This is an optimization exercise on Yosys and OpenROAD, whose aim is small area and a short achievable clock period, not a production implementation.
The RTL was checked by simulation tests, not by an equivalence proof against the original design.
Power is estimated from default activity; no workload was simulated.

==> flow/design.v (outline; a module is shown in full before it is edited, if it fits) <==
// module cm_lzc32: 29 lines
// module cm_booth_enc: 17 lines
// module cm_mul_pp: 1723 lines
// module cm_mul_fin: 171 lines
// module cm_mul_pre: 29 lines
// module cm_mul_back: 32 lines
// module cm_add_expdiff: 46 lines
// module cm_add_align: 53 lines
// module cm_add_sum: 15 lines
// module cm_add_norm: 20 lines
// module cm_add_round: 23 lines
// module complex_multiplier: 274 lines
module complex_multiplier (
    input  wire        clk,
    input  wire        rst_n,
    input  wire        enable,
    input  wire [31:0] a_real,
    input  wire [31:0] a_imag,
    input  wire [31:0] c_real,
    input  wire [31:0] c_imag,
    output wire [31:0] result_real,
    output wire [31:0] result_imag,
    output wire        valid
);
  // ...
==> flow/run.sh <==
#!/bin/bash
# synth_recipe.tcl (not shown) runs the flow's synth.tcl, then flattens the netlist and writes it again
# the make line also repeats each setting of config.mk as NAME=value (left out here)
make -C /OpenROAD-flow-scripts/flow DESIGN_CONFIG=/design/flow/config.mk WORK_HOME=/design/flow/orfs CLKGATE_MAP_FILE= SYNTH_SCRIPT=/design/flow/synth_recipe.tcl finish
==> flow/config.mk <==
export PLATFORM = sky130hd
export DESIGN_NAME = complex_multiplier
export DESIGN_NICKNAME = complex_multiplier
export VERILOG_FILES = /design/flow/design.v
export SDC_FILE = /design/flow/constraint.sdc
export NUM_CORES = 4
export LEC_CHECK = 0
export ABC_AREA = 1
export CAP_MARGIN = 20
export CORE_MARGIN = 2
export CORE_UTILIZATION = 40
export CTS_BUF_LIST = sky130_fd_sc_hd__clkbuf_16
export CTS_CLUSTER_DIAMETER = 100
export CTS_CLUSTER_SIZE = 24
export SETUP_SLACK_MARGIN = 5
export SLEW_MARGIN = 20
==> flow/constraint.sdc <==
create_clock -name core_clock -period 9.0 [get_ports {clk}]
set_input_delay 1.8000 -clock core_clock [delete_from_list [all_inputs] [get_ports {clk}]]
set_output_delay 1.8000 -clock core_clock [all_outputs]
set_load 0.01 [all_outputs]
==> results by group, run 1 <==
Timing
  • Final WS setup: 5070 ps
  • RSZ-0062 raised after global routing: no
  • Worst-margin pin slew: approximately 1200 ps
  • Period minus WS final: about 3900 ps
  • Final setup TNS: 0 ps

Final layout
  • Fin cells: between 15,000 and 20,000
  • Commonest non-fill, non-tap cell in the layout: inv_1
  • Multi-Input Combinational: just over 9,000
  • Most frequent cells in the layout: inv_1 (1,892), nand2_1 (1,831), xor2_1 (1,457)

CTS
  • Root buffer cell: clkbuf_16
  • Clk slew on worst S/H paths: around 90 ps

Yosys
  • Yosys top cell by area: dfxtp_1
  • Synth Area in XOR/XNOR: 0.126
  • Largest family of logic cells by synthesized area: adder cells
  • Cell variety after synth: between 60 and 70
  • Post-synthesis mux area share: 0.000106
  • Area contributors post-synth: dfxtp_1 (23%), fa_1 (19%), xor2_1 (12%), o22ai_1 (7.0%), inv_1 (6.7%)

Detailed routing
  • Metal3 WL: roughly 38,000 um
  • Drt pass-1 iters: 8
  • Via count: around 92,000

Pwr
  • Clk. pwr: a little over 0.004 W
  • Pwr top: combinational logic
  • Internal power: 0.0224 W
  • Worst vdd ir: between 300 and 400 uV
  • Seq pwr: around 0.0099 W

Setup path
  • Worst setup path end: m_r2[0][20]$_DFF_P_
  • Critical register-to-register path endpoint: m_r2[0][20]$_DFF_P_
  • Crit end category: flop
  • Worst path slowest cell: fa_1
  • CP cell instances: buf_4 -> clkinv_4 -> buf_4 -> xor2_1 -> fa_1 -> fa_1 -> inv_1 -> fa_1 -> fa_1

Outcome
  • Status: finished clean

Floorplanning
  • Tapcells: 3,533
  • Initial cell density of the core: 0.402
  • Core area: roughly 270,000 um^2

Global routing
  • Antenna violations before repair: 16
==> run 2: changes to the inputs <==
--- a/flow/config.mk
+++ b/flow/config.mk
@@ -8,7 +8,7 @@
 export ABC_AREA = 1
 export CAP_MARGIN = 20
 export CORE_MARGIN = 2
-export CORE_UTILIZATION = 40
+export CORE_UTILIZATION = 35
 export CTS_BUF_LIST = sky130_fd_sc_hd__clkbuf_16
 export CTS_CLUSTER_DIAMETER = 100
 export CTS_CLUSTER_SIZE = 24
==> results by group, run 2 <==
Outcome
  • Status: finished clean

Yosys
  • Commonest cells post-synth: inv_1 (1,906), nand2_1 (1,831), xor2_1 (1,457)
  • Yosys top cell by area: dfxtp_1
  • Area contributors post-synth: dfxtp_1 (23%), fa_1 (19%), xor2_1 (12%), o22ai_1 (7.0%), inv_1 (6.7%)
  • Simple-gate share of the synthesized area: 0.138
  • #FFs+latches synth: 1,259
  • Cell variety after synth: 68 (unchanged)
  • Cell area after synthesis: 107,000 um^2
  • Number of flops mapped to enable cells by yosys: 0
  • Sequential-to-total area share from yosys stat: 0.237
  • Post-synthesis mux area share: 0.000106 (unchanged)
  • Synth Area in Adders: 0.261
  • Most common cell in the netlist: inv_1
  • Largest family of logic cells by synthesized area: adder cells
  • Mapped Cells: about 13,000
  • Synth Flop Type: dfxtp_1
  • Area fraction in compound gates after synthesis: 0.139
  • Syn Area/Cell: 8.08 um^2
  • Post-synth top area share: 0.235
  • Mapped Nets: between 10,000 and 15,000
  • Ys Warns: 98
  • Post-synth ARST share: 0.00556
  • Synth Area in XOR/XNOR: 0.126 (unchanged)

CTS
  • Root buffer cell: clkbuf_16
  • Hold_buf cts: 0
  • H-tree Lvls: 3
  • CTS Buf Count: 76
  • Clock sink total: ~1,300
  • Clock Tree Buf Depth: 3
  • TritonCTS clock tree: done
  • Clk slew on worst S/H paths: 80 ps (about the same)
  • Worst skew pair latency: roughly 780 ps

Setup path
  • Crit end category: flop
  • CP Launch Type: flop
  • Worst EP arrival: 4590 ps
  • CP cell instances: clkinv_1 -> buf_4 -> o22ai_1 -> xor2_1 -> fa_1 -> inv_1 -> fa_1 -> inv_1 -> fa_1 -> fa_1
  • CP peak stage delay: roughly 720 ps
  • Crit Path Class: reg2reg
  • CP Data Required Time: between 9000 and 10,000 ps
  • Worst path slowest cell: buf_4
  • R2R Path Start: op_q[0][13]$_DFF_P_
  • Crit path max fanout: 49
  • Crit path top cell by count: fa_1
  • Worst Setup SP: op_q[0][13]$_DFF_P_

Timing
  • Period utilization: 0.437
  • Final hold violations: 0
  • Setup Skew: roughly 53 ps
  • RSZ-0062 raised after global routing: yes
  • Peak Freq: between 200 and 300 MHz
  • Final setup TNS: 0 ps (unchanged)
  • Hold_ws: around 330 ps
  • Setup-failing EPs final: 0
  • Worst-margin pin slew: 1190 ps (+30.6 ps)
  • Slew Limit Fails: 0
  • Period minus WS final: 3940 ps (+6.84 ps)
  • Relative max-transition margin: 0.199

Detailed routing
  • Post-Route WL: between 300,000 and 400,000 um
  • DR iter-0 viols: between 9,000 and 10,000
  • DR DRC count: 0
  • Vias per cell: between 5 and 6
  • Routed len/inst: 22.1 um
  • Via count: 91,690 (-0.40%)
  • Drt pass-1 iters: 6 (-2)
  • Final ANT Viol Nets: 0

Run
  • Max cap viols: 0

Pwr
  • Internal power: 0.0223 W (-0.47%)
  • Flop pwr share: 0.194
  • Clock power share: 0.078
  • PwrDens: 444 nW/um^2
  • Sw frac: 0.562
  • Pleak: 52.9 nW
  • Comb pwr share: 0.729
  • NetSw: between 0.02 and 0.03 W
  • Worst vdd ir: 307 uV (-18%)

Final layout
  • Area growth, synth to finish: 7.59%
  • Nets: between 10,000 and 15,000
  • Layout cells sized above 1: 0.0376
  • Most frequent cells in the layout: inv_1 (1,893), nand2_1 (1,831), xor2_1 (1,457)
  • Fin util: 0.379
  • Commonest non-fill, non-tap cell in the layout: inv_1
  • Fin cells: 16,920 (+2.7%)
  • Largest regs: m_r1 (160), m_r2 (160), m_r0 (158)
  • Cell area after layout: around 110,000 um^2

Global routing
  • First-pass GRT wire length: roughly 560,000 um
  • GRT overflow: 0
  • Antenna violations before repair: 12 (-4)
  • Vias in the first global route: between 80,000 and 90,000
  • Largest net degree at the start of global routing: 86
  • Total Routing Usage GR: 0.236

Placement
  • Placed Cells: roughly 17,000
  • Number of port buffers: just under 200
  • Final HPWL DP: around 270,000 um
  • Placed Area: around 110,000 um^2
  • RD Place Congestion: between 0.9 and 1

Floorplanning
  • Initial cell density of the core: 0.352 (-0.0500)
  • Die Y: between 500 and 600 um
  • Total die area: slightly above 300,000 um^2
  • Die X: ~560 um
  • IO Pins: between 150 and 200
  • # rows: 202
  • Core area: 303,000 um^2 (+14%)

Min path
  • Hold WC Path Type: reg2reg
  • Hold Crit Start: q_e[0][0]$_DFF_P_
[run 2: cell count changes in the layout (fill, tap and decap cells not counted), sizes merged]
cell and delta:
buf +6, clkbuf -5, inv -10, clkinv -2, diode +3, clkinvlp +4
[run 2: stage by stage]
step / total power, W / worst slack, ps
6_report: 0.0510 / 5060
5_1_grt: 0.0555 / 4970
4_1_cts: 0.0503 / 5010
3_5_place_dp: 0.0462 / 4510
3_3_place_gp: 0.0462 / 4630
2_1_floorplan: 0.0338 / 5290
[run 2: layer usage]
metal,track usage,share of wire,up-vias,wire (um)
met5,0,0.00013,-,48
met4,0.102,0.049,8,18400
met3,0.0585,0.10,1042,38600
met2,0.359,0.43,5063,161000
met1,0.315,0.42,43438,156000
li1,-,-,42139,-
[run 2: worst paths after layout]
kind                                            endpoint  slack [ps]  cells past startpoint
worst min register to register         r_e[0][0]$_DFF_P_         330                      0
worst max-delay path                 m_r2[2][20]$_DFF_P_        5060                     10
worst min-delay path                   r_e[0][0]$_DFF_P_         330                      0
max in group asynchronous       valid_shift[4]$_DFF_PN0_        7480                      1
worst max register to register       m_r2[2][20]$_DFF_P_        5060                     10
min in group asynchronous       valid_shift[2]$_DFF_PN0_        1280                      1
[run 2: area by class of cell]
| class | count | area (um^2) |
|---|---|---|
| sequential | 1259 | 25300 |
| tap | 3978 | 4980 |
| clock inverter | 47 | 634 |
| fill | 31373 | 188000 |
| clock buffer | 76 | 1900 |
| multi-input combinational | 9159 | 70900 |
| antenna | 6 | 15.0 |
| timing repair buffer | 378 | 3440 |
| inverter | 2017 | 7620 |
[run 2: cell families after synthesis]
group	after synthesis
adder cells (fa/ha/maj)	1600
XOR/XNOR	1535
AND/OR/NAND/NOR	3521
multiplexers	1
buffers and inverters	2779
AO/OA/AOI/OAI	2502
flip-flops	1259
[run 2: repair_timing]
| action | CTS | global route |
|---|---|---|
| resized for setup | 12 | 44 |
| buffers inserted | 3 | 2 |
| pin swaps | 1 | 2 |
| setup endpoints to repair | 107 | 95 |
| endpoints found under the hold margin | 0 | 0 |
[run 2: worst max-delay path, delay by kind of cell (launching register included)]
family | cells | cell delay [ps]
flops | 1 | 500
fa+ha+maj | 4 | 1900
buf+inv | 4 | 950
compound gates | 1 | 220
xor+xnor | 1 | 220
[run 2: power groups by stage]
| stage | logic [W] | registers, W | clock network [W] |
|---|---|---|---|
| detailed placement | 0.0362 | 0.0100 | 0 |
| finish | 0.0371 | 0.00987 | 0.00395 |
| global route | 0.0411 | 0.0101 | 0.00426 |
| floorplan | 0.0243 | 0.00945 | 0 |
| global placement | 0.0362 | 0.00999 | 0 |
| CTS | 0.0364 | 0.00989 | 0.00406 |
==> run 3: changes to the inputs <==
--- a/flow/config.mk
+++ b/flow/config.mk
@@ -8,9 +8,7 @@
 export ABC_AREA = 1
 export CAP_MARGIN = 20
 export CORE_MARGIN = 2
-export CORE_UTILIZATION = 35
-export CTS_BUF_LIST = sky130_fd_sc_hd__clkbuf_16
-export CTS_CLUSTER_DIAMETER = 100
-export CTS_CLUSTER_SIZE = 24
+export CORE_UTILIZATION = 50
+export CTS_BUF_LIST = sky130_fd_sc_hd__clkbuf_8
 export SETUP_SLACK_MARGIN = 5
 export SLEW_MARGIN = 20
==> results by group, run 3 <==
Setup path
  • Crit Path Class: reg2reg
  • Worst Setup SP: op_q[1][9]$_DFF_P_
  • Crit path max fanout: 34 (-31%)
  • Crit end category: flop
  • Crit path top cell by count: fa_1
  • CP Launch Type: flop
  • Worst EP arrival: 4880 ps (+290 ps)
  • CP Data Required Time: 9890 ps (+240 ps)
  • R2R Setup Slk: 5010 ps (-50 ps)
  • R2R Path Start: op_q[1][9]$_DFF_P_
  • Critical register-to-register path endpoint: m_r2[3][15]$_DFF_P_
  • FF-to-FF path depth: 10 (unchanged)
  • Worst path slowest cell: buf_4
  • CP peak stage delay: 670 ps (-50 ps)
  • CP cell instances: clkinv_2 -> buf_4 -> o22ai_1 -> xor2_1 -> fa_1 -> inv_1 -> fa_1 -> inv_1 -> fa_1 -> fa_1

Detailed routing
  • Post-Route WL: 401,000 um (+7.3%)
  • Via count: 95,520 (+4.2%)
  • Routed len/inst: 24.9 um (+13%)
  • DR DRC count: 0 (unchanged)
  • Drt pass-1 iters: 6 (unchanged)
  • Vias per cell: 5.94 (+9.7%)
  • Final ANT Viol Nets: 0 (unchanged)
  • DR iter-0 viols: 9,859 (+0.55%)

Floorplanning
  • Die X: 466 um (-16%)
  • # rows: 169 (-16%)
  • Core area: 212,000 um^2 (-30%)
  • Initial cell density of the core: 0.503 (+0.151)
  • Die Y: 466 um (-16%)
  • IO Pins: 196 (unchanged)
  • Total die area: 217,000 um^2 (-30%)

Yosys
  • Ys Warns: 98 (unchanged)
  • Yosys top cell by area: dfxtp_1
  • Post-synth ARST share: 0.00556 (unchanged)
  • Sequential-to-total area share from yosys stat: 0.237 (unchanged)
  • Cell variety after synth: 68 (unchanged)
  • Mapped Cells: 13,197 (unchanged)
  • Largest family of logic cells by synthesized area: adder cells
  • Area fraction in compound gates after synthesis: 0.139 (unchanged)
  • Mapped Nets: 14,928 (unchanged)
  • Cell area after synthesis: 107,000 um^2 (unchanged)
  • Synth Flop Type: dfxtp_1
  • Commonest cells post-synth: inv_1 (1,906), nand2_1 (1,831), xor2_1 (1,457)
  • Area contributors post-synth: dfxtp_1 (23%), fa_1 (19%), xor2_1 (12%), o22ai_1 (7.0%), inv_1 (6.7%)
  • Synth Area in Adders: 0.261 (unchanged)
  • Most common cell in the netlist: inv_1
  • Number of flops mapped to enable cells by yosys: 0 (unchanged)
  • Post-synthesis mux area share: 0.000106 (unchanged)
  • #FFs+latches synth: 1,259 (unchanged)
  • Synth Area in XOR/XNOR: 0.126 (unchanged)
  • Simple-gate share of the synthesized area: 0.138 (unchanged)
  • Post-synth top area share: 0.235 (unchanged)
  • Syn Area/Cell: 8.08 um^2 (unchanged)

Final layout
  • Area growth, synth to finish: 8.82%
  • Fin cells: 16,075 (-5.0%)
  • Most frequent cells in the layout: inv_1 (1,940), nand2_1 (1,831), xor2_1 (1,457)
  • Commonest non-fill, non-tap cell in the layout: inv_1
  • Layout cells sized above 1: 0.0563 (+0.0187)
  • Fillers: 20,125 (-36%)
  • Largest regs: m_r1 (160), m_r2 (160), m_r0 (158)
  • Nets: 14,780 (+1.1%)

Run
  • Max cap viols: 0 (unchanged)

CTS
  • Worst skew pair latency: 1080 ps (+300 ps)
  • Clk slew on worst S/H paths: 70 ps (about the same)
  • CTS Buf Count: 222 (+190%)
  • Clock sink total: 1,259 (unchanged)
  • Hold_buf cts: 0 (unchanged)
  • TritonCTS clock tree: done
  • Clock Tree Buf Depth: 3 (unchanged)
  • H-tree Lvls: 4 (+1)
  • Root buffer cell: clkbuf_8

Timing
  • Setup-failing EPs final: 0 (unchanged)
  • Final setup TNS: 0 ps (unchanged)
  • RSZ-0062 raised after global routing: no
  • Period utilization: 0.443 (+0.00587)
  • Period minus WS final: 3990 ps (+52.8 ps)
  • Slew Limit Fails: 0 (unchanged)
  • Peak Freq: 251 MHz (-1.3%)
  • Relative max-transition margin: 0.194 (-0.00534)
  • Final hold violations: 0 (unchanged)
  • Setup Skew: 69.2 ps (+16.3 ps)
  • Worst-margin pin slew: 1210 ps (+18.8 ps)

Outcome
  • Status: finished clean

Placement
  • Final HPWL DP: 282,000 um (+6.1%)
  • RD Place Congestion: 0.987 (+1.2%)
  • Number of port buffers: 195 (unchanged)
  • Placed Cells: 15,639 (-6.8%)

Min path
  • Hold WC Path Type: reg2reg
  • Hold Path End: n_sg[1]$_DFF_P_
  • Hold Crit Start: r_sg[1]$_DFF_P_
  • Hold depth: 0 (unchanged)

Global routing
  • Total Routing Usage GR: 0.362 (+0.126)
  • GRT overflow: 0 (unchanged)
  • Antenna violations before repair: 13 (+1)
  • First-pass GRT wire length: 598,000 um (+6.6%)
  • Vias in the first global route: 96,696 (+7.7%)
  • Largest net degree at the start of global routing: 86 (unchanged)

Pwr
  • PwrDens: 457 nW/um^2 (+2.9%)
  • Worst vdd ir: 324 uV (+5.4%)
  • Pleak: 54.5 nW (+3.1%)
==> run 3: cell types whose count changed in the layout (fill, tap and decap cells not counted), moves of 7 or more <==
cell	change
clkbuf_8	+281
clkbuf_16	-75
clkinv_2	+53
inv_1	+47
inv_2	-23
bufinv_16	+16
buf_4	+9
diode_2	+8
clkinv_8	-7
clkinvlp_4	+7
==> run 3: worst max-delay path by stage <==
stage	to	depth (start not counted)
final	m_r2[3][15]$_DFF_P_	10
after global routing	r_raw[1][24]$_DFF_P_	17
after CTS	m_r2[2][18]$_DFF_P_	10
after detailed placement	m_r2[2][17]$_DFF_P_	9
after global placement	m_r2[2][16]$_DFF_P_	9
after floorplan	m_r2[0][15]$_DFF_P_	10
==> run 3: critical path, delay by kind of cell, from the launching register on <==
family                     cells  cell delay, ps
AOI/OAI and AO/OA              1             190
DFF                            1             330
xor gates and xnor gates       1             210
buffers and inverters          4            1070
adders and majority gates      4            1940
==> run 3: layer usage <==
metal  vias to the layer above  wire length [um]  global-route usage
met4                         6             26900               0.209
li1                      42605                 -                   -
met1                     45912            156000               0.453
met3                      1488             40900              0.0927
met2                      5509            177000               0.566
met5                         -                41                   0
==> run 3: through the flow <==
step	worst slack, ps	cell area (um^2)	hold WS, ps	utilization	total power [W]
after global placement	4500	111000	311	0.522	0.0457
after CTS	4990	116000	311	0.546	0.0524
final	5010	116000	318	0.547	0.0530
after detailed placement	4400	111000	312	0.522	0.0461
after global routing	5000	116000	329	0.547	0.0576
after floorplan	5290	107000	310	-	0.0338
==> run 3: layout make-up <==
cell class	count	area (um^2)	area share
timing repair inverter	1	5.00	0.0000431
multi-input combinational	9159	71000	0.611
tap	2821	3530	0.0304
antenna	14	35.0	0.000302
inverter	2017	7630	0.0657
clock inverter	133	1240	0.0107
sequential	1259	25300	0.218
timing repair buffer	389	3570	0.0307
clock buffer	282	3880	0.0334
==> run 3: timing repair <==
action | in CTS | in global routing
endpoints found under the setup margin | 142 | 89
setup buffers | 4 | 1
endpoints found under the hold margin | 0 | 0
resized for setup | 24 | 44
pin swaps | 1 | 1
cloned | 0 | 2
==> run 3: logic make-up (layout without fill, tap and decap cells) <==
logic type,after synthesis,count (layout)
xor+xnor,1535,1535
other cells,0,14
mux,1,1
compound gates,2502,2502
flops,1259,1259
simple gates,3521,3521
buf+inv,2779,2822
fa+ha+maj,1600,1600
==> run 3: power breakdown <==
| group | internal, W | switching [W] | leakage (nW) |
|---|---|---|---|
| combinational | 0.0124 | 0.0245 | 41.1 |
| clock | 0.00335 | 0.00271 | 2.79 |
| sequential | 0.00833 | 0.00169 | 10.6 |
==> run 4: changes to the inputs <==
--- a/flow/config.mk
+++ b/flow/config.mk
@@ -8,7 +8,9 @@
 export ABC_AREA = 1
 export CAP_MARGIN = 20
 export CORE_MARGIN = 2
-export CORE_UTILIZATION = 50
-export CTS_BUF_LIST = sky130_fd_sc_hd__clkbuf_8
+export CORE_UTILIZATION = 40
+export CTS_BUF_LIST = sky130_fd_sc_hd__clkbuf_16
+export CTS_CLUSTER_DIAMETER = 120
+export CTS_CLUSTER_SIZE = 30
 export SETUP_SLACK_MARGIN = 5
 export SLEW_MARGIN = 20
==> results by group, run 4 <==
Pwr
  • PwrDens: 442 nW/um^2 (-3.2%)
  • Pleak: 52.6 nW (-3.4%)
  • Pwr Total: 0.0502 W (-5.3%)
  • Worst vdd ir: 377 uV (+16%)

Timing
  • Final WS setup: 5070 ps (+56.4 ps)
  • Slew Limit Fails: 0 (unchanged)
  • Final setup TNS: 0 ps (unchanged)
  • Worst-margin pin slew: 1150 ps (-57.2 ps)
  • Relative max-transition margin: 0.225 (+0.0312)
  • RSZ-0062 raised after global routing: no
  • Setup-failing EPs final: 0 (unchanged)
  • Final hold violations: 0 (unchanged)
  • Period minus WS final: 3930 ps (-56.4 ps)
  • Period utilization: 0.437 (-0.00626)
  • Setup Skew: 79.4 ps (+10.1 ps)
  • Peak Freq: 254 MHz (+1.4%)

Setup path
  • Crit path max fanout: 25 (-26%)
  • CP Data Required Time: 9710 ps (-180 ps)
  • FF-to-FF path depth: 9 (-1)
  • R2R Path Start: op_neg[1][3]$_DFF_P_
  • CP Launch Type: flop
  • Crit end category: flop
  • Worst EP arrival: 4650 ps (-230 ps)
  • R2R Setup Slk: 5070 ps (+60 ps)
  • Critical register-to-register path endpoint: m_r2[1][15]$_DFF_P_
  • Crit Path Class: reg2reg
  • Worst Setup SP: op_neg[1][3]$_DFF_P_

CTS
  • CTS Buf Count: 58 (-74%)
  • Post-CTS setup buffers: 0 (-4)
  • Clock Tree Buf Depth: 3 (unchanged)
  • Clock sink total: 1,259 (unchanged)
  • Worst skew pair latency: 830 ps (-250 ps)
  • Root buffer cell: clkbuf_16
  • TritonCTS clock tree: done
  • H-tree Lvls: 2 (-2)
  • Clk slew on worst S/H paths: 120 ps (+50 ps)

Final layout
  • Area growth, synth to finish: 6.52%
  • Layout cells sized above 1: 0.0358 (-0.0205)
  • Fin util: 0.428 (-0.119)
  • Cell area after layout: 114,000 um^2 (-2.1%)
  • Commonest non-fill, non-tap cell in the layout: inv_1
  • Largest regs: m_r1 (160), m_r2 (160), m_r0 (158)
  • Most frequent cells in the layout: inv_1 (1,897), nand2_1 (1,831), xor2_1 (1,457)
  • Nets: 14,598 (-1.2%)

Floorplanning
  • IO Pins: 196 (unchanged)
  • Die X: 520 um (+12%)
  • Initial cell density of the core: 0.402 (-0.101)
  • # rows: 189 (+12%)
  • Total die area: 271,000 um^2 (+25%)
  • Core area: 265,000 um^2 (+25%)
  • Die Y: 520 um (+12%)

Yosys
  • Most common cell in the netlist: inv_1
  • Syn Area/Cell: 8.08 um^2 (unchanged)
  • Cell variety after synth: 68 (unchanged)
  • Mapped Nets: 14,928 (unchanged)
  • Area contributors post-synth: dfxtp_1 (23%), fa_1 (19%), xor2_1 (12%), o22ai_1 (7.0%), inv_1 (6.7%)
  • Yosys top cell by area: dfxtp_1
  • Post-synth ARST share: 0.00556 (unchanged)
  • Ys Warns: 98 (unchanged)
  • Cell area after synthesis: 107,000 um^2 (unchanged)
  • Synth Flop Type: dfxtp_1
  • Mapped Cells: 13,197 (unchanged)
  • Post-synth top area share: 0.235 (unchanged)
  • Number of flops mapped to enable cells by yosys: 0 (unchanged)
  • Commonest cells post-synth: inv_1 (1,906), nand2_1 (1,831), xor2_1 (1,457)
  • #FFs+latches synth: 1,259 (unchanged)
  • Sequential-to-total area share from yosys stat: 0.237 (unchanged)

Detailed routing
  • Post-Route WL: 368,000 um (-8.2%)
  • DR DRC count: 0 (unchanged)
  • Routed len/inst: 22.4 um (-10%)
  • DR iter-0 viols: 9,430 (-4.4%)
  • Drt pass-1 iters: 7 (+1)
  • Final ANT Viol Nets: 0 (unchanged)
  • Vias per cell: 5.58 (-6.1%)
  • Via count: 91,728 (-4.0%)

Global routing
  • Vias in the first global route: 90,315 (-6.6%)
  • Largest net degree at the start of global routing: 86 (unchanged)
  • First-pass GRT wire length: 558,000 um (-6.7%)
  • GRT overflow: 0 (unchanged)
  • Antenna violations before repair: 18 (+5)
  • Total Routing Usage GR: 0.266 (-0.0962)

Outcome
  • Status: finished clean

Min path
  • Hold WC Path Type: reg2reg
  • Hold depth: 0 (unchanged)
  • Hold Path End: n_sg[0]$_DFF_P_
  • Hold Crit Start: r_sg[0]$_DFF_P_

Placement
  • Pre-CTS setup slack: 4460 ps (+62.8 ps)
  • Number of port buffers: 195 (unchanged)
  • Final HPWL DP: 262,000 um (-7.2%)
  • Placed Area: 111,000 um^2 (+0.72%)
  • RD Place Congestion: 0.973 (-1.4%)

Run
  • Max cap viols: 0 (unchanged)
==> run 4: cell counts after synthesis <==
No cell type changed its count.
==> run 4: logic make-up (layout without fill, tap and decap cells) <==
| kind of cell | Yosys count | after routing | synth area share |
|---|---|---|---|
| muxes | 1 | 1 | 0.000106 |
| adders and majority gates | 1600 | 1600 | 0.261 |
| buffers and inverters | 2779 | 2485 | 0.0992 |
| DFF | 1259 | 1259 | 0.237 |
| and+or+nand+nor | 3521 | 3521 | 0.138 |
| other | 0 | 2 | 0 |
| AOI/OAI and AO/OA | 2502 | 2502 | 0.139 |
| xor gates and xnor gates | 1535 | 1535 | 0.126 |
==> run 4: worst max-delay path: stages, from the launching register on <==
cell and delay (ps):
dfxtp_2 330, buf_4 520, clkinv_4 400, buf_4 360
xor2_1 250, fa_1 470, fa_1 550, inv_1 50
fa_1 390, fa_1 450
==> run 4: stage by stage <==
| step | std cells | hold WS [ps] |
|---|---|---|
| floorplan | 13197 | 310 |
| global placement | 16340 | 310 |
| detailed placement | 16340 | 312 |
| CTS | 16436 | 313 |
| global route | 16437 | 309 |
| finish | 16438 | 314 |
==> run 4: cell type report <==
cell class | count | area [um^2]
clock buffers | 58 | 1450
diodes | 2 | 5.00
well taps | 3533 | 4420
flip-flops and latches | 1259 | 25300
multi-input cells | 9159 | 70900
fillers | 26859 | 152000
repair buffers | 372 | 3360
clock inverters | 38 | 576
inverters | 2017 | 7620
==> run 4: worst max path at each step <==
stage,to,slack [ps],depth (start not counted)
global placement,m_r2[1][16]$_DFF_P_,4480,9
floorplan,m_r2[0][15]$_DFF_P_,5290,10
CTS,m_r2[0][15]$_DFF_P_,5000,10
detailed placement,m_r2[1][15]$_DFF_P_,4460,9
global route,m_r2[1][17]$_DFF_P_,5000,9
finish,m_r2[1][15]$_DFF_P_,5070,9
==> run 4: metal layers <==
layer | global-route usage | vias to the layer above | part of all wire
met1 | 0.354 | 43774 | 0.41
met2 | 0.412 | 4865 | 0.44
li1 | - | 42065 | -
met3 | 0.0559 | 1008 | 0.10
met4 | 0.123 | 16 | 0.055
met5 | 0 | - | 0.00030
==> run 4: report_power, final <==
group	internal, W	leakage (nW)	switching [W]
combinational	0.0123	41.0	0.0245
sequential	0.00832	10.6	0.00158
clock	0.00136	0.998	0.00212
==> run 4: what timing repair did <==
action / CTS / global route
resized for setup: 11 / 47
endpoints found under the setup margin: 123 / 86
hold buffers: 0 / 0
pin swaps: 0 / 0
==> module cm_add_norm, before the edit <==
module cm_add_norm (
    input  wire [28:0] raw,
    input  wire [7:0]  ebig,
    output wire [23:0] mant,      
    output wire        rup,       
    output wire [7:0]  er0,       
    output wire        unf        
);
    wire [4:0] lz;
    cm_lzc32 lzc (.v({raw[28:3], 1'b1, 5'd0}), .n(lz));
    wire [28:0] n = raw << lz;
    assign mant = n[28:5];
    wire g = n[4];
    wire r = n[3];
    wire s = |n[2:0];
    assign rup = g & (r | s | n[5]);
    wire [8:0] en = {1'b0, ebig} - {4'd0, lz};
    assign er0 = en[7:0];
    assign unf = en[8] | (en == 9'd0);
endmodule
==> module cm_add_round, before the edit <==
module cm_add_round (
    input  wire [23:0] mant,
    input  wire        rup,
    input  wire [7:0]  er0,
    input  wire        unf,
    input  wire        sign,
    input  wire        zero,
    input  wire        nan_r,
    input  wire        inf_r,
    input  wire        sign_inf,
    output wire [31:0] result
);
    wire [22:0] inc = mant[22:0] + {22'd0, rup};
    wire        cry = rup & (&mant);         
    wire [7:0]  er  = er0 + {7'd0, cry};
    wire ovf = cry ? (er0 == 8'hFE) : (er0 == 8'hFF);
    assign result = nan_r ? 32'h7FC00000 :
                    inf_r ? {sign_inf, 8'hFF, 23'd0} :
                    zero  ? {sign, 31'd0} :
                    ovf   ? {sign, 8'hFF, 23'd0} :
                    unf   ? {sign, 31'd0} :
                            {sign, er, inc};
endmodule
==> module complex_multiplier, before the edit <==
module complex_multiplier (
    input  wire        clk,
    input  wire        rst_n,
    input  wire        enable,
    input  wire [31:0] a_real,
    input  wire [31:0] a_imag,
    input  wire [31:0] c_real,
    input  wire [31:0] c_imag,
    output wire [31:0] result_real,
    output wire [31:0] result_imag,
    output wire        valid
);
    integer k;
    genvar g;
    wire [31:0] opd [0:3];
    assign opd[0] = a_real;
    assign opd[1] = a_imag;
    assign opd[2] = c_real;
    assign opd[3] = c_imag;
    wire [11:0] bo_one [0:1];
    wire [11:0] bo_two [0:1];
    wire [11:0] bo_neg [0:1];
    generate
        for (g = 0; g < 2; g = g + 1) begin : enc
            cm_booth_enc be (.y({|opd[2+g][30:23], opd[2+g][22:0]}),
                             .one(bo_one[g]), .two(bo_two[g]), .neg(bo_neg[g]));
        end
    endgenerate
    reg [31:0] op_q  [0:3];
    reg [11:0] op_one[0:1];
    reg [11:0] op_two[0:1];
    reg [11:0] op_neg[0:1];
    always @(posedge clk) begin
        for (k = 0; k < 4; k = k + 1)
            op_q[k] <= opd[k];
        for (k = 0; k < 2; k = k + 1) begin
            op_one[k] <= bo_one[k];
            op_two[k] <= bo_two[k];
            op_neg[k] <= bo_neg[k];
        end
    end
    localparam [3:0] PX = {1'd1, 1'd0, 1'd1, 1'd0};    
    localparam [3:0] PY = {1'd0, 1'd1, 1'd1, 1'd0};    
    wire [39:0] f_r0 [0:3];
    wire [39:0] f_r1 [0:3];
    wire [39:0] f_r2 [0:3];
    wire        f_cl [0:3];
    wire [7:0]  f_e  [0:3];
    wire        f_sg [0:3];
    wire        f_n  [0:3];
    wire        f_i  [0:3];
    wire        f_z  [0:3];
    generate
        for (g = 0; g < 4; g = g + 1) begin : mp
            localparam integer X = PX[g];
            localparam integer Y = PY[g];
            cm_mul_pp pp (
                .x({|op_q[X][30:23], op_q[X][22:0]}),
                .one(op_one[Y]), .two(op_two[Y]), .neg(op_neg[Y]), .yh(|op_q[2+Y][30:23]),
                .r0(f_r0[g]), .r1(f_r1[g]), .r2(f_r2[g]), .cl(f_cl[g])
            );
            cm_mul_pre pre (
                .x(op_q[X]), .y(op_q[2+Y]), .e0(f_e[g]), .sign(f_sg[g]),
                .sp_nan(f_n[g]), .sp_inf(f_i[g]), .sp_zero(f_z[g])
            );
        end
    endgenerate
    reg [39:0] m_r0 [0:3];
    reg [39:0] m_r1 [0:3];
    reg [39:0] m_r2 [0:3];
    reg        m_cl [0:3];
    reg [7:0]  m_e  [0:3];
    reg        m_sg [0:3];
    reg        m_n  [0:3];
    reg        m_i  [0:3];
    reg        m_z  [0:3];
    always @(posedge clk) begin
        for (k = 0; k < 4; k = k + 1) begin
            m_r0[k] <= f_r0[k];
            m_r1[k] <= f_r1[k];
            m_r2[k] <= f_r2[k];
            m_cl[k] <= f_cl[k];
            m_e[k]  <= f_e[k];
            m_sg[k] <= f_sg[k];
            m_n[k]  <= f_n[k];
            m_i[k]  <= f_i[k];
            m_z[k]  <= f_z[k];
        end
    end
    wire [23:0] b_pm  [0:3];
    wire        b_n   [0:3];
    wire        b_i   [0:3];
    wire        b_z   [0:3];
    wire        b_p47 [0:3];
    generate
        for (g = 0; g < 4; g = g + 1) begin : mb
            cm_mul_back back (
                .r0(m_r0[g]), .r1(m_r1[g]), .r2(m_r2[g]), .cl(m_cl[g]), .e0(m_e[g]),
                .sp_nan(m_n[g]), .sp_inf(m_i[g]), .sp_zero(m_z[g]),
                .pm_o(b_pm[g]), .nan_o(b_n[g]), .inf_o(b_i[g]),
                .zero_o(b_z[g]), .p47_o(b_p47[g])
            );
        end
    endgenerate
    wire [7:0]  x_d  [0:1];
    wire        x_ge [0:1];
    wire        x_eq [0:1];
    generate
        for (g = 0; g < 2; g = g + 1) begin : ed
            cm_add_expdiff ediff (
                .e0x(m_e[2*g]), .e0y(m_e[2*g+1]),
                .spx(m_n[2*g] | m_i[2*g] | m_z[2*g]), .spzx(m_z[2*g]),
                .spy(m_n[2*g+1] | m_i[2*g+1] | m_z[2*g+1]), .spzy(m_z[2*g+1]),
                .p47x(b_p47[2*g]), .p47y(b_p47[2*g+1]),
                .d(x_d[g]), .xge(x_ge[g]), .deq(x_eq[g])
            );
        end
    endgenerate
    reg [23:0] p_pm [0:3];
    reg        p_47 [0:3];
    reg [7:0]  p_e0 [0:3];
    reg        p_s  [0:3];
    reg        p_n  [0:3];
    reg        p_i  [0:3];
    reg        p_z  [0:3];
    reg [7:0]  p_d  [0:1];
    reg        p_ge [0:1];
    reg        p_eq [0:1];
    always @(posedge clk) begin
        for (k = 0; k < 4; k = k + 1) begin
            p_pm[k] <= b_pm[k];
            p_47[k] <= b_p47[k];
            p_e0[k] <= m_e[k];
            p_s[k] <= m_sg[k];
            p_n[k] <= b_n[k];
            p_i[k] <= b_i[k];
            p_z[k] <= b_z[k];
        end
        for (k = 0; k < 2; k = k + 1) begin
            p_d[k]  <= x_d[k];
            p_ge[k] <= x_ge[k];
            p_eq[k] <= x_eq[k];
        end
    end
    wire [23:0] al_big  [0:1];
    wire [27:0] al_sm   [0:1];
    wire        al_sw   [0:1];
    wire [7:0]  al_e    [0:1];
    wire        al_sub  [0:1];
    wire        al_sg   [0:1];
    wire        al_n    [0:1];
    wire        al_i    [0:1];
    wire        al_si   [0:1];
    generate
        for (g = 0; g < 2; g = g + 1) begin : sa
            cm_add_align align (
                .xs(p_s[2*g]), .xz(p_z[2*g]), .xp(p_pm[2*g]), .x47(p_47[2*g]), .xe0(p_e0[2*g]),
                .xn(p_n[2*g]), .xi(p_i[2*g]),
                .ys(p_s[2*g+1] ^ (g == 0)), .yz(p_z[2*g+1]), .yp(p_pm[2*g+1]), .y47(p_47[2*g+1]), .ye0(p_e0[2*g+1]),
                .yn(p_n[2*g+1]), .yi(p_i[2*g+1]),
                .d(p_d[g]), .xge(p_ge[g]), .deq(p_eq[g]), .ebig(al_e[g]),
                .big(al_big[g]), .sml(al_sm[g]), .swap0(al_sw[g]),
                .eff_sub(al_sub[g]), .sign(al_sg[g]), .nan_r(al_n[g]), .inf_r(al_i[g]), .sign_inf(al_si[g])
            );
        end
    endgenerate
    reg [23:0] q_big [0:1];
    reg [27:0] q_sm  [0:1];
    reg        q_sw  [0:1];
    reg [7:0]  q_e   [0:1];
    reg        q_sub [0:1];
    reg        q_sg  [0:1];
    reg        q_n   [0:1];
    reg        q_i   [0:1];
    reg        q_si  [0:1];
    always @(posedge clk) begin
        for (k = 0; k < 2; k = k + 1) begin
            q_big[k] <= al_big[k];
            q_sm[k]  <= al_sm[k];
            q_sw[k]  <= al_sw[k];
            q_e[k]   <= al_e[k];
            q_sub[k] <= al_sub[k];
            q_sg[k]  <= al_sg[k];
            q_n[k]   <= al_n[k];
            q_i[k]   <= al_i[k];
            q_si[k]  <= al_si[k];
        end
    end
    wire [28:0] su_raw [0:1];
    wire        su_z   [0:1];
    generate
        for (g = 0; g < 2; g = g + 1) begin : ss
            cm_add_sum sum (
                .big(q_big[g]), .sml(q_sm[g]), .swap0(q_sw[g]), .eff_sub(q_sub[g]),
                .raw(su_raw[g]), .zero(su_z[g])
            );
        end
    endgenerate
    reg [28:0] r_raw [0:1];
    reg        r_z   [0:1];
    reg [7:0]  r_e   [0:1];
    reg        r_sg  [0:1];
    reg        r_n   [0:1];
    reg        r_i   [0:1];
    reg        r_si  [0:1];
    always @(posedge clk) begin
        for (k = 0; k < 2; k = k + 1) begin
            r_raw[k] <= su_raw[k];
            r_z[k]   <= su_z[k];
            r_e[k]   <= q_e[k];
            r_sg[k]  <= q_sg[k];
            r_n[k]   <= q_n[k];
            r_i[k]   <= q_i[k];
            r_si[k]  <= q_si[k];
        end
    end
    wire [23:0] no_m   [0:1];
    wire        no_rup [0:1];
    wire [7:0]  no_er0 [0:1];
    wire        no_unf [0:1];
    generate
        for (g = 0; g < 2; g = g + 1) begin : sn
            cm_add_norm norm (.raw(r_raw[g]), .ebig(r_e[g]), .mant(no_m[g]), .rup(no_rup[g]),
                              .er0(no_er0[g]), .unf(no_unf[g]));
        end
    endgenerate
    reg [23:0] n_m   [0:1];
    reg        n_rup [0:1];
    reg [7:0]  n_er0 [0:1];
    reg        n_unf [0:1];
    reg        n_z   [0:1];
    reg        n_sg  [0:1];
    reg        n_n   [0:1];
    reg        n_i   [0:1];
    reg        n_si  [0:1];
    always @(posedge clk) begin
        for (k = 0; k < 2; k = k + 1) begin
            n_m[k]   <= no_m[k];
            n_rup[k] <= no_rup[k];
            n_er0[k] <= no_er0[k];
            n_unf[k] <= no_unf[k];
            n_z[k]   <= r_z[k];
            n_sg[k]  <= r_sg[k];
            n_n[k]   <= r_n[k];
            n_i[k]   <= r_i[k];
            n_si[k]  <= r_si[k];
        end
    end
    wire [31:0] res [0:1];
    generate
        for (g = 0; g < 2; g = g + 1) begin : sr
            cm_add_round rnd (
                .mant(n_m[g]), .rup(n_rup[g]), .er0(n_er0[g]), .unf(n_unf[g]),
                .sign(n_sg[g]), .zero(n_z[g]), .nan_r(n_n[g]), .inf_r(n_i[g]), .sign_inf(n_si[g]),
                .result(res[g])
            );
        end
    endgenerate
    reg [31:0] out_re, out_im;
    always @(posedge clk) begin
        out_re <= res[0];
        out_im <= res[1];
    end
    assign result_real = out_re;
    assign result_imag = out_im;
    reg [6:0] valid_shift;
    always @(posedge clk or negedge rst_n) begin
        if (!rst_n)
            valid_shift <= 7'b0;
        else
            valid_shift <= {valid_shift[5:0], enable};
    end
    assign valid = valid_shift[6];
endmodule
==> run 5: changes to the inputs <==
--- a/flow/design.v
+++ b/flow/design.v
@@ -2116,45 +2116,50 @@
 module cm_add_norm (
     input  wire [28:0] raw,
     input  wire [7:0]  ebig,
-    output wire [23:0] mant,      
+    input  wire        sign,
+    input  wire        zero,
+    input  wire        nan_r,
+    input  wire        inf_r,
+    input  wire        sign_inf,
+    output wire [22:0] mant,      
     output wire        rup,       
-    output wire [7:0]  er0,       
-    output wire        unf        
+    output wire        sign_o,    
+    output wire [7:0]  exp_o,     
+    output wire        mzero_o,   
+    output wire        nan_o      
 );
     wire [4:0] lz;
     cm_lzc32 lzc (.v({raw[28:3], 1'b1, 5'd0}), .n(lz));
     wire [28:0] n = raw << lz;
-    assign mant = n[28:5];
+    assign mant = n[27:5];
     wire g = n[4];
     wire r = n[3];
     wire s = |n[2:0];
     assign rup = g & (r | s | n[5]);
+    wire cry = rup & (&n[28:5]);            
     wire [8:0] en = {1'b0, ebig} - {4'd0, lz};
-    assign er0 = en[7:0];
-    assign unf = en[8] | (en == 9'd0);
+    wire [7:0] er = en[7:0] + {7'd0, cry};
+    wire ovf = (er == 8'hFF);
+    wire unf = en[8] | (en == 9'd0);
+    assign nan_o   = nan_r;
+    assign sign_o  = nan_r ? 1'b0 : inf_r ? sign_inf : sign;
+    assign exp_o   = (nan_r | inf_r) ? 8'hFF :
+                     zero ? 8'd0 :
+                     ovf  ? 8'hFF :
+                     unf  ? 8'd0 : er;
+    assign mzero_o = inf_r | zero | ovf | unf;
 endmodule
 module cm_add_round (
-    input  wire [23:0] mant,
+    input  wire [22:0] mant,
     input  wire        rup,
-    input  wire [7:0]  er0,
-    input  wire        unf,
     input  wire        sign,
-    input  wire        zero,
+    input  wire [7:0]  exp_r,
+    input  wire        mzero,
     input  wire        nan_r,
-    input  wire        inf_r,
-    input  wire        sign_inf,
     output wire [31:0] result
 );
-    wire [22:0] inc = mant[22:0] + {22'd0, rup};
-    wire        cry = rup & (&mant);         
-    wire [7:0]  er  = er0 + {7'd0, cry};
-    wire ovf = cry ? (er0 == 8'hFE) : (er0 == 8'hFF);
-    assign result = nan_r ? 32'h7FC00000 :
-                    inf_r ? {sign_inf, 8'hFF, 23'd0} :
-                    zero  ? {sign, 31'd0} :
-                    ovf   ? {sign, 8'hFF, 23'd0} :
-                    unf   ? {sign, 31'd0} :
-                            {sign, er, inc};
+    wire [22:0] inc = mant + {22'd0, rup};
+    assign result = {sign, exp_r, nan_r ? 23'h400000 : mzero ? 23'd0 : inc};
 endmodule
 module complex_multiplier (
     input  wire        clk,
@@ -2372,45 +2377,44 @@
             r_si[k]  <= q_si[k];
         end
     end
-    wire [23:0] no_m   [0:1];
+    wire [22:0] no_m   [0:1];
     wire        no_rup [0:1];
-    wire [7:0]  no_er0 [0:1];
-    wire        no_unf [0:1];
+    wire        no_sg  [0:1];
+    wire [7:0]  no_e   [0:1];
+    wire        no_mz  [0:1];
+    wire        no_n   [0:1];
     generate
         for (g = 0; g < 2; g = g + 1) begin : sn
-            cm_add_norm norm (.raw(r_raw[g]), .ebig(r_e[g]), .mant(no_m[g]), .rup(no_rup[g]),
-                              .er0(no_er0[g]), .unf(no_unf[g]));
+            cm_add_norm norm (
+                .raw(r_raw[g]), .ebig(r_e[g]), .sign(r_sg[g]), .zero(r_z[g]),
+                .nan_r(r_n[g]), .inf_r(r_i[g]), .sign_inf(r_si[g]),
+                .mant(no_m[g]), .rup(no_rup[g]), .sign_o(no_sg[g]), .exp_o(no_e[g]),
+                .mzero_o(no_mz[g]), .nan_o(no_n[g])
+            );
         end
     endgenerate
-    reg [23:0] n_m   [0:1];
+    reg [22:0] n_m   [0:1];
     reg        n_rup [0:1];
-    reg [7:0]  n_er0 [0:1];
-    reg        n_unf [0:1];
-    reg        n_z   [0:1];
     reg        n_sg  [0:1];
+    reg [7:0]  n_e   [0:1];
+    reg        n_mz  [0:1];
     reg        n_n   [0:1];
-    reg        n_i   [0:1];
-    reg        n_si  [0:1];
     always @(posedge clk) begin
         for (k = 0; k < 2; k = k + 1) begin
             n_m[k]   <= no_m[k];
             n_rup[k] <= no_rup[k];
-            n_er0[k] <= no_er0[k];
-            n_unf[k] <= no_unf[k];
-            n_z[k]   <= r_z[k];
-            n_sg[k]  <= r_sg[k];
-            n_n[k]   <= r_n[k];
-            n_i[k]   <= r_i[k];
-            n_si[k]  <= r_si[k];
+            n_sg[k]  <= no_sg[k];
+            n_e[k]   <= no_e[k];
+            n_mz[k]  <= no_mz[k];
+            n_n[k]   <= no_n[k];
         end
     end
     wire [31:0] res [0:1];
     generate
         for (g = 0; g < 2; g = g + 1) begin : sr
             cm_add_round rnd (
-                .mant(n_m[g]), .rup(n_rup[g]), .er0(n_er0[g]), .unf(n_unf[g]),
-                .sign(n_sg[g]), .zero(n_z[g]), .nan_r(n_n[g]), .inf_r(n_i[g]), .sign_inf(n_si[g]),
-                .result(res[g])
+                .mant(n_m[g]), .rup(n_rup[g]), .sign(n_sg[g]), .exp_r(n_e[g]),
+                .mzero(n_mz[g]), .nan_r(n_n[g]), .result(res[g])
             );
         end
     endgenerate
==> flow/config.mk (replaced) <==
export PLATFORM = sky130hd
export DESIGN_NAME = complex_multiplier
export DESIGN_NICKNAME = complex_multiplier
export VERILOG_FILES = /design/flow/design.v
export SDC_FILE = /design/flow/constraint.sdc
export NUM_CORES = 4
export LEC_CHECK = 0
export CAP_MARGIN = 20
export CORE_MARGIN = 2
export CORE_UTILIZATION = 40
export SETUP_SLACK_MARGIN = 5
export SLEW_MARGIN = 20
==> results by group, run 5 <==
Yosys
  • Post-synth top area share: 0.241 (+0.00639)
  • Mapped Nets: 12,543 (-16%)
  • #FFs+latches synth: 1,251 (-0.64%)
  • Number of flops mapped to enable cells by yosys: 0 (unchanged)
  • Cell variety after synth: 97 (+43%)
  • Largest family of logic cells by synthesized area: adder cells
  • Commonest cells post-synth: dfxtp_1 (1,244), xnor2_1 (1,145), a22oi_1 (1,114)
  • Most common cell in the netlist: dfxtp_1
  • Mapped Cells: 10,815 (-18%)
  • Simple-gate share of the synthesized area: 0.0816 (-0.0568)
  • Post-synthesis mux area share: 0.0393 (+0.0392)
  • Area contributors post-synth: dfxtp_1 (24%), fa_1 (20%), xnor2_1 (9.7%), a22oi_1 (8.1%), ha_1 (6.8%)
  • Syn Area/Cell: 9.54 um^2 (+18%)
  • Synth Area in Adders: 0.269 (+0.00844)
  • Synth Area in XOR/XNOR: 0.139 (+0.0126)
  • Sequential-to-total area share from yosys stat: 0.243 (+0.00644)
  • Yosys top cell by area: dfxtp_1
  • Cell area after synthesis: 103,000 um^2 (-3.3%)
  • Synth Flop Type: dfxtp_1
  • Post-synth ARST share: 0.00560 (+0.0000356)
  • Area fraction in compound gates after synthesis: 0.159 (+0.0199)
  • Ys Warns: 92 (-6.1%)

CTS
  • Clock sink total: 1,251 (-0.64%)
  • TritonCTS clock tree: done
  • CTS Buf Count: 144 (+150%)
  • Clock Tree Buf Depth: 3 (unchanged)
  • Root buffer cell: clkbuf_16
  • Clk slew on worst S/H paths: 70 ps (-50 ps)
  • H-tree Lvls: 4 (+2)
  • Hold_buf cts: 0 (unchanged)
  • Worst skew pair latency: 810 ps (-20 ps)

Placement
  • RD Place Congestion: 0.899 (-7.6%)
  • Final HPWL DP: 225,000 um (-14%)
  • Placed Area: 108,000 um^2 (-3.3%)
  • Number of port buffers: 195 (unchanged)

Timing
  • RSZ-0062 raised after global routing: yes
  • Peak Freq: 186 MHz (-27%)
  • Final hold violations: 0 (unchanged)
  • Final setup TNS: 0 ps (unchanged)
  • Relative max-transition margin: 0.216 (-0.00843)
  • Worst-margin pin slew: 1180 ps (+24.8 ps)
  • Slew Limit Fails: 0 (unchanged)
  • Period utilization: 0.597 (+0.160)
  • Setup Skew: 36.1 ps (-43.3 ps)
  • Period minus WS final: 5370 ps (+1440 ps)
  • Setup-failing EPs final: 0 (unchanged)

Pwr
  • Flop pwr share: 0.197 (about the same)
  • Sw frac: 0.476 (-0.0862)
  • Pleak: 48.2 nW (-8.5%)
  • Internal power: 0.0269 W (+22%)
  • Worst vdd ir: 407 uV (+7.9%)
  • Clock power share: 0.120 (+0.051)
  • Comb pwr share: 0.682 (-0.052)
  • NetSw: 0.0244 W (-13%)
  • PwrDens: 442 nW/um^2 (-0.11%)

Setup path
  • Worst Setup SP: r_raw[1][11]$_DFF_P_
  • Worst EP arrival: 6110 ps (+1460 ps)
  • CP Data Required Time: 9730 ps (+20 ps)
  • Worst setup path end: n_e[1][0]$_SDFF_PP1_
  • Crit Path Class: reg2reg
  • R2R Path Start: r_raw[1][11]$_DFF_P_
  • CP Launch Type: flop
  • Crit path max fanout: 7 (-72%)
  • R2R Setup Slk: 3630 ps (-1440 ps)
  • FF-to-FF path depth: 22 (+13)
  • Critical register-to-register path endpoint: n_e[1][0]$_SDFF_PP1_
  • Crit end category: flop

Final layout
  • Area growth, synth to finish: 12.7%
  • Layout cells sized above 1: 0.105 (+0.0687)
  • Nets: 12,368 (-15%)
  • Fillers: 24,138 (-10%)
  • Commonest non-fill, non-tap cell in the layout: xnor2_1
  • Most frequent cells in the layout: xnor2_1 (1,140), a22oi_1 (1,113), dfxtp_1 (1,100)
  • Cell area after layout: 116,000 um^2 (+2.4%)
  • Largest regs: m_r1 (160), m_r2 (160), m_r0 (158)

Detailed routing
  • Final ANT Viol Nets: 0 (unchanged)
  • Vias per cell: 5.87 (+5.2%)
  • Routed len/inst: 25.0 um (+12%)
  • DR DRC count: 0 (unchanged)
  • Via count: 83,064 (-9.4%)
  • DR iter-0 viols: 8,440 (-10%)
  • Post-Route WL: 354,000 um (-4.0%)
  • Drt pass-1 iters: 6 (-1)

Run
  • Max cap viols: 0 (unchanged)

Min path
  • Hold Crit Start: q_e[1][7]$_DFF_P_
  • Hold WC Path Type: reg2reg

Floorplanning
  • # rows: 186 (-1.6%)
  • Die Y: 512 um (-1.6%)
  • Core area: 257,000 um^2 (-3.3%)
  • Initial cell density of the core: 0.402 (about the same)
  • Die X: 512 um (-1.6%)
  • IO Pins: 196 (unchanged)
  • Total die area: 262,000 um^2 (-3.2%)

Global routing
  • First-pass GRT wire length: 533,000 um (-4.4%)
  • Largest net degree at the start of global routing: 59 (-31%)
  • Total Routing Usage GR: 0.262 (-0.00374)
  • Antenna violations before repair: 13 (-5)
  • Vias in the first global route: 86,417 (-4.3%)
  • GRT overflow: 0 (unchanged)

Outcome
  • Status: finished clean
-- run 5: cell types whose count changed after synthesis, sizes merged, moves of 203 or more --
cell,delta
nor2,-319
o22ai,-1090
nand2,-1475
mux2i,+258
xnor2,+1072
o21ai,-348
a22oi,+1107
inv,-948
nand3,-453
xor2,-975
clkbuf,+203
-- run 5: worst max-delay path, stage by stage (launching register included) --
cell	delay, ps
dfxtp_4	340
or4_4	550
nor2_4	120
nand3b_1	150
a311o_2	470
nor2_4	220
buf_6	160
mux2_4	340
mux2_4	280
a211o_1	290
a211o_1	280
nor4bb_4	150
nand4bb_1	110
and4b_2	260
ha_4	190
ha_4	180
nand2_4	80
nand2_2	60
nor3_2	120
a311oi_2	60
or3_4	400
o31ai_4	360
a21o_1	140
-- run 5: per-stage QoR --
step / util / total power, W / std cells / hold WS, ps / setup WS, ps
floorplan: - / 0.0317 / 10815 / 310 / 4070
global placement: 0.420 / 0.0411 / 13694 / 312 / 2220
detailed placement: 0.420 / 0.0415 / 13694 / 312 / 2380
CTS: 0.448 / 0.0502 / 14081 / 314 / 3640
global route: 0.453 / 0.0555 / 14145 / 321 / 3450
finish: 0.453 / 0.0514 / 14152 / 315 / 3630
-- run 5: how the worst min path moves through the flow --
stage	depth (start not counted)	end	slack (ps)
after floorplan	0	out_im[23]$_DFF_P_	310
after global placement	0	r_e[0][5]$_DFF_P_	310
after detailed placement	0	p_s[1]$_DFF_P_	310
after CTS	0	r_e[1][7]$_DFF_P_	310
after global routing	0	r_i[0]$_DFF_P_	320
final	0	r_e[1][7]$_DFF_P_	320
-- run 5: cell type report --
class                   count  area, um^2  share of cell area
repair inverters            3        22.5            0.000194
clock buffers             195        4080              0.0350
inverters                1030        3900              0.0335
repair buffers            543        5100              0.0438
well taps                3384        4230              0.0364
flip-flops and latches   1251       25400               0.218
diodes                      8        20.0            0.000172
multi-input cells        7667       72700               0.625
clock inverters            71         947             0.00814
-- run 5: kinds of logic (layout without fill, tap and decap cells) --
logic type | after synthesis | count (layout)
multiplexers | 372 | 372
flip-flops | 1251 | 1251
XOR/XNOR | 1632 | 1632
AO/OA/AOI/OAI | 2365 | 2366
other | 0 | 8
AND/OR/NAND/NOR | 1697 | 1700
adder cells (fa/ha/maj) | 1597 | 1597
buffers and inverters | 1901 | 1842
-- run 5: power by group through the flow --
stage / Clock [W] / Sequential, W / Combinational, W
2_1_floorplan: 0 / 0.00950 / 0.0222
3_3_place_gp: 0 / 0.0101 / 0.0309
3_5_place_dp: 0 / 0.0102 / 0.0313
4_1_cts: 0.00631 / 0.0101 / 0.0337
5_1_grt: 0.00653 / 0.0104 / 0.0385
6_report: 0.00617 / 0.0101 / 0.0351
-- run 5: per-layer routing --
layer / global-route usage / up-vias / part of all wire
met5: 0 / - / 0.00022
met4: 0.129 / 12 / 0.055
met3: 0.0607 / 1165 / 0.095
met2: 0.412 / 4551 / 0.45
met1: 0.338 / 41039 / 0.40
li1: - / 36297 / -
-- run 5: timing repair --
item                       4_1_cts  5_1_grt
pin swaps                      100       79
setup endpoints to repair      184      133
cloned                          11        4
setup buffers                  110       59
hold endpoints to repair         0        0
resized for setup              245      180

-- what the ideal ports hide --
The flow's constraints put no driver on any port. The routed layouts listed below were extracted and timed again, unchanged, in two steps. Step 1, drivers: a clkbuf_16 drives clk and a buf_2 each remaining input, both assumed. Step 2 moves the port delays by t, midway between the first and last clock arrival at a register: inputs arrive t later, outputs are due t later. That takes back most of the time a late clock gives input paths. Three values: no drivers, after step 1, after step 2; two values: the first two.
run | shift t [ns] | setup slack, ns | clock arrival spread, ns
run 1 | 0.884 | 5.070 / 5.070 / 5.070 | 0.096 / 0.096
run 2 | 0.852 | 5.063 / 5.063 / 5.063 | 0.056 / 0.056
run 3 | 1.135 | 5.010 / 5.010 / 5.010 | 0.071 / 0.071
run 4 | 0.885 | 5.066 / 5.066 / 5.066 | 0.083 / 0.083
run 5 | 0.891 | 3.627 / 3.627 / 3.627 | 0.044 / 0.045
After both steps setup and hold are still met in every run listed.
